Source: an optimization exercise on an open RTL-to-GDS flow (aim: small area, a short achievable clock period and few clock cycles). Production flows keep margins and buffers that such runs may drop.
At most, simulation tests tie the RTL to the original design; equivalence was not proved.
Power figures rest on the tool's default switching activity, not on a simulated workload.

==> inputs of run a <==
// CPU
module CPU (input clk, rst,
            input ld_we, input [4:0] ld_addr, input [7:0] ld_data,
            output st_valid, output [4:0] st_addr, output [7:0] st_data);
Settings: LEC_CHECK=0, ABC_CLOCK_PERIOD_IN_PS=2800, CAP_MARGIN=20, CORE_MARGIN=2, CORE_UTILIZATION=70, CTS_BUF_LIST=sky130_fd_sc_hd__clkbuf_8 sky130_fd_sc_hd__clkbuf_16, CTS_CLUSTER_DIAMETER=60, CTS_CLUSTER_SIZE=30, PLACE_DENSITY=0.8, SLEW_MARGIN=20, SETUP_SLACK_MARGIN=7.2, TNS_END_PERCENT=20, BUFFER_PORTS_ARGS=-buffer_cell sky130_fd_sc_hd__buf_4; clock period 10.0 ns.
standard.sh (not shown) runs the stock make flow with config.mk's settings and CLKGATE_MAP_FILE= SYNTH_SCRIPT=/design/flow/synth_recipe.tcl, a recipe that flattens the netlist after the stock synthesis.
==> flow/flow/run.sh <==
#!/bin/bash
# Standard ORFS layout (the standard.sh, unchanged synthesis), with extra
# settings appended to config.mk: repair_timing aims for a tighter setup slack,
# and the port buffers are plain buffers.
set -e
cat flow/extra.mk >> config.mk
bash standard.sh > standard.log 2>&1
==> flow/flow/extra.mk <==
export SETUP_SLACK_MARGIN = 7.2
export TNS_END_PERCENT = 20
export BUFFER_PORTS_ARGS = -buffer_cell sky130_fd_sc_hd__buf_4
==> run b (differences from run a) <==
==> flow/design.v (replaced) <==
`timescale 1ns/1ns
module CPU (input clk, rst,
            input ld_we, input [4:0] ld_addr, input [7:0] ld_data,
            output st_valid, output [4:0] st_addr, output [7:0] st_data);
  reg [7:0] mem [0:31];
  reg [7:0] stk [0:31];
  reg [4:0] pc;
  reg [4:0] a;                  
  reg       e_push, e_pop, e_add, e_sub, e_and, e_not, e_jz;
  reg       e_up;               
  reg       e_keep;             
  reg [7:0] sd;                 
  reg [4:0] sa;                 
  reg       wen;                
  reg [4:0] wa;                 
  reg [7:0] wd;
  wire [7:0] s0 = stk[0];
  wire [7:0] s1 = stk[1];
  wire taken = e_jz & (s0 == 8'd0);
  assign st_valid = e_pop;
  assign st_addr  = sa;
  assign st_data  = sd;
  always @(posedge clk) begin
    if (wen)
      mem[wa] <= wd;
  end
  wire [7:0] fm = mem[pc];
  wire [7:0] f  = (wen && wa == pc) ? wd : fm;
  wire [2:0] fo = f[7:5];
  always @(posedge clk, posedge rst) begin
    if (rst) begin
      pc <= 5'd0;
      a  <= 5'd0;
      {e_push, e_pop, e_add, e_sub, e_and, e_not, e_jz, e_up} <= 8'd0;
      e_keep <= 1'b1;
    end else begin
      a <= f[4:0];
      if (taken) begin
        pc <= a;
        {e_push, e_pop, e_add, e_sub, e_and, e_not, e_jz, e_up} <= 8'd0;
        e_keep <= 1'b1;
      end else begin
        pc <= (fo == 3'b110) ? f[4:0] : pc + 5'd1;
        e_push <= fo == 3'b100;
        e_pop  <= fo == 3'b101;
        e_add  <= fo == 3'b000;
        e_sub  <= fo == 3'b001;
        e_and  <= fo == 3'b010;
        e_not  <= fo == 3'b011;
        e_jz   <= fo == 3'b111;
        e_up   <= (fo == 3'b101) | (~fo[2] & (fo[1:0] != 2'b11));
        e_keep <= fo[2] & fo[1];
      end
    end
  end
  always @(posedge clk) begin
    sa <= f[4:0];
  end
  wire [7:0] md   = mem[a];
  wire [7:0] sum  = s0 + s1;
  wire [7:0] diff = ~(~s0 + s1);           
  wire [7:0] top_n = ({8{e_push}} & md)
                   | ({8{e_up & ~(e_add | e_sub | e_and)}} & s1)
                   | ({8{e_add}}  & sum)
                   | ({8{e_sub}}  & diff)
                   | ({8{e_and}}  & (s0 & s1))
                   | ({8{e_not}}  & ~s0)
                   | ({8{e_keep}} & s0);
  always @(posedge clk) begin
    sd <= top_n;
  end
  always @(posedge clk) begin
    wen <= ld_we | (~rst & ~taken & (fo == 3'b101));
    wa  <= ld_we ? ld_addr : f[4:0];
    wd  <= ld_we ? ld_data : top_n;
  end
  integer k;
  always @(posedge clk, posedge rst) begin
    if (rst) begin
      for (k = 0; k < 32; k = k + 1)
        stk[k] <= 8'd0;
    end else begin
      stk[0] <= top_n;
      for (k = 1; k < 32; k = k + 1)
        if (e_push)
          stk[k] <= stk[k-1];
        else if (e_up)
          stk[k] <= stk[(k+1) % 32];
    end
  end
endmodule
--- a/flow/config.mk
+++ b/flow/config.mk
@@ -2,13 +2,12 @@
 export DESIGN_NAME = CPU
 export DESIGN_NICKNAME = CPU
 export VERILOG_FILES = /design/flow/design.v
 export SDC_FILE = /design/flow/constraint.sdc
 export NUM_CORES = 4
 export LEC_CHECK = 0
-export ABC_CLOCK_PERIOD_IN_PS = 2800
 export CAP_MARGIN = 20
 export CORE_MARGIN = 2
 export CORE_UTILIZATION = 70
 export CTS_BUF_LIST = sky130_fd_sc_hd__clkbuf_8 sky130_fd_sc_hd__clkbuf_16
 export CTS_CLUSTER_DIAMETER = 60
 export CTS_CLUSTER_SIZE = 30
==> run c (differences from run a) <==
--- a/flow/design.v
+++ b/flow/design.v
@@ -2,12 +2,13 @@
 module CPU (input clk, rst,
             input ld_we, input [4:0] ld_addr, input [7:0] ld_data,
             output st_valid, output [4:0] st_addr, output [7:0] st_data);
   reg [7:0] mem [0:31];
   reg [7:0] stk [0:31];
   reg [4:0] pc, pc1;            
+  reg       nj;                 
   reg       e_pop;              
   reg       e_jz;               
   reg       e_add, e_sub, e_and;
   reg       r_dn, r_up;         
   reg       t_md, t_nmd, t_s1, t_ns1, t_alu, t_nalu, t_ns0, t_s0;   
   reg       u_ns0, u_alu;       
@@ -23,14 +24,16 @@
   assign st_addr  = wa;
   assign st_data  = wd;
   always @(posedge clk) begin
     if (wen)
       mem[wa] <= wd;
   end
-  wire [7:0] f0 = mem[pc];
-  wire [7:0] f1 = mem[pc1];
+  wire [7:0] fe = mem[{pc1[4:1], 1'b0}];
+  wire [7:0] fodd = mem[{pc[4:1], 1'b1}];
+  wire [7:0] f0 = pc[0] ? fodd : fe;
+  wire [7:0] f1 = pc[0] ? fe : fodd;
   wire hit0 = wen & (wa == pc);
   wire hit1 = wen & (wa == pc1);
   wire [2:0] o0 = f0[7:5];
   wire [2:0] o1 = f1[7:5];
   wire [4:0] a0 = f0[4:0];
   wire [4:0] a1 = f1[4:0];
@@ -42,45 +45,51 @@
   wire i0_jz   = o0 == 3'b111;
   wire i1_push = o1 == 3'b100;
   wire i1_not  = o1 == 3'b011;
   wire i1_jmp  = o1 == 3'b110;
   wire i1_pop  = o1 == 3'b101;
   wire i1_alu  = ~o1[2] & ~(o1[1] & o1[0]);
-  wire hz   = (i0_pop & (a0[4:3] == pc1[4:3])) | hit1;
+  wire hz   = (i0_pop & (a0[4:3] == pc1[4:3])) | hit1 | nj;
   wire x0   = i0_pop | i0_alu | i0_not;
   wire p_j  = ~i0_jmp & i1_jmp & ~hz;          
   wire p_p  = x0 & i1_push & ~hz;              
   wire p_n  = (x0 | i0_push) & i1_not & ~hz;   
-  wire p_z  = i0_jz & (i1_push | i1_alu | i1_not) & ~hit1;   
+  wire p_z  = i0_jz & (i1_push | i1_alu | i1_not) & ~hit1 & ~nj;   
   wire same = a0 == a1;                        
-  wire n_a0 = i0_jmp;
-  wire n_a1 = p_j;
-  wire n_p2 = p_p | p_n | p_z;
-  wire n_p1 = ~i0_jmp & ~p_j & ~p_p & ~p_n & ~p_z;
+  wire pairable = ((x0 & i1_push) | ((x0 | i0_push) & i1_not) | (i0_jz & (i1_push | i1_alu | i1_not)));
   wire [4:0] pc2 = pc1 + 5'd1;
   wire [4:0] pc3 = pc1 + 5'd2;
-  wire [4:0] a0i = a0 + 5'd1;
-  wire [4:0] a1i = a1 + 5'd1;
+  wire [3:0] ph  = pc[4:1] + 4'd1;              
+  wire [4:0] p1n = nj ? {ph, 1'b0} : pc1;       
+  wire [4:0] p2n = nj ? {ph, 1'b1} : pc2;       
+  wire [4:0] seq_pc  = i1_jmp ? a1 : pairable ? pc2 : pc1;
+  wire [4:0] seq_pc1 = i1_jmp ? {a1[4:1], 1'b1} : pairable ? pc3 : pc2;
+  wire [4:0] npc  = i0_jmp ? a0 : hz ? p1n : seq_pc;
+  wire [4:0] npc1 = i0_jmp ? {a0[4:1], 1'b1} : hz ? p2n : seq_pc1;
+  wire       nnj  = i0_jmp ? a0[0] : ~hz & i1_jmp & a1[0];
   always @(posedge clk, posedge rst) begin
     if (rst) begin
       pc  <= 5'd0;
       pc1 <= 5'd1;
+      nj  <= 1'b0;
       {e_pop, e_jz, r_dn, r_up, u_ns0, u_alu} <= 6'd0;
       {t_md, t_nmd, t_s1, t_ns1, t_alu, t_nalu, t_ns0} <= 7'd0;
       t_s0 <= 1'b1;
     end else if (taken | hit0) begin
       if (taken) begin
         pc  <= wa;
-        pc1 <= wa + 5'd1;
+        pc1 <= {wa[4:1], 1'b1};
+        nj  <= wa[0];
       end
       {e_pop, e_jz, r_dn, r_up, u_ns0, u_alu} <= 6'd0;
       {t_md, t_nmd, t_s1, t_ns1, t_alu, t_nalu, t_ns0} <= 7'd0;
       t_s0 <= 1'b1;
     end else begin
-      pc  <= ({5{n_a0}} & a0) | ({5{n_a1}} & a1) | ({5{n_p2}} & pc2) | ({5{n_p1}} & pc1);
-      pc1 <= ({5{n_a0}} & a0i) | ({5{n_a1}} & a1i) | ({5{n_p2}} & pc3) | ({5{n_p1}} & pc2);
+      pc  <= npc;
+      pc1 <= npc1;
+      nj  <= nnj;
       e_pop  <= i0_pop;
       e_jz   <= i0_jz;
       if (p_z) begin
         r_dn   <= i1_push;
         r_up   <= i1_alu;
         u_ns0  <= 1'b0;
==> flow/flow/extra.mk (replaced) <==
export SETUP_SLACK_MARGIN = 6.8
export TNS_END_PERCENT = 5
export BUFFER_PORTS_ARGS = -buffer_cell sky130_fd_sc_hd__buf_4
==> flow/config.mk (replaced) <==
export PLATFORM = sky130hd
export DESIGN_NAME = CPU
export DESIGN_NICKNAME = CPU
export VERILOG_FILES = /design/flow/design.v
export SDC_FILE = /design/flow/constraint.sdc
export NUM_CORES = 4
export LEC_CHECK = 0
export ABC_CLOCK_PERIOD_IN_PS = 2800
export CAP_MARGIN = 20
export CORE_MARGIN = 2
export CORE_UTILIZATION = 60
export CTS_BUF_LIST = sky130_fd_sc_hd__clkbuf_8 sky130_fd_sc_hd__clkbuf_16
export CTS_CLUSTER_DIAMETER = 60
export CTS_CLUSTER_SIZE = 30
export PLACE_DENSITY = 0.7
export SLEW_MARGIN = 20
export SETUP_SLACK_MARGIN = 6.8
export TNS_END_PERCENT = 5
export BUFFER_PORTS_ARGS = -buffer_cell sky130_fd_sc_hd__buf_4
==> notes <==
Run c produced a clean layout. Run b completed with no timing, DRC or antenna violations. Run a finished but fails on capacitance limit, slew limit.
Between run a and run c, the lower critical path depth is in run c (gap 1).
Between run a and run c, the lower routed wire length is in run c (gap 23%, measured against run c).
In run b the count of clock-buffer cells in the layout is lower than in run a, by 3.
Of run c and run b, run c has the higher area after synthesis (gap 8.4%, measured against run b).
In flip-flop and latch count, run b and run a do not differ.
In sequential power, run c and run a hardly differ.
Worst setup slack: run b > run c > run a.
Worst hold slack: run c < run b < run a.
First-iteration DRC count, highest first: run a, run c, run b.
Clock skew: run b > run a > run c.
Global-route usage: run b is higher than run c (0.28 points).
Testbench counts of run b, summed over its fixed seeds: cycles 20,287.
Function not checked in run a and run c: the RTL went through the layout flow alone.

-- re-timing with driven ports --
Ports are ideal in the flow. The routed layouts listed here were re-timed in OpenROAD.
Step 1 (the two cells are an assumption about what drives the block):
set clk [get_ports {clk}]
set_driving_cell -lib_cell sky130_fd_sc_hd__clkbuf_16 $clk
set_driving_cell -lib_cell sky130_fd_sc_hd__buf_2 [delete_from_list [all_inputs] $clk]
Step 2 moves the port delays by t, midway between the first and last clock arrival at a register: inputs arrive t later, outputs are due t later. That takes back most of the time a late clock gives input paths.
Three values: ideal, step 1, step 2; two values: the first two.
| run | t, ns | setup slack, ns | hold slack, ns |
|---|---|---|---|
| run a | 0.668 | 6.078 / 6.078 / 6.078 | 0.519 / 0.519 / 0.519 |
| run b | 0.613 | 6.880 / 6.826 / 6.884 | 0.503 / 0.503 / 0.503 |
| run c | 0.651 | 6.577 / 6.577 / 6.447 | 0.497 / 0.497 / 0.497 |
For run c, which loses most, drivers alone change the setup slack by 0.000 ns; drivers and shift together by -0.130 ns. The worst setup slack also covers recovery checks on asynchronous resets.
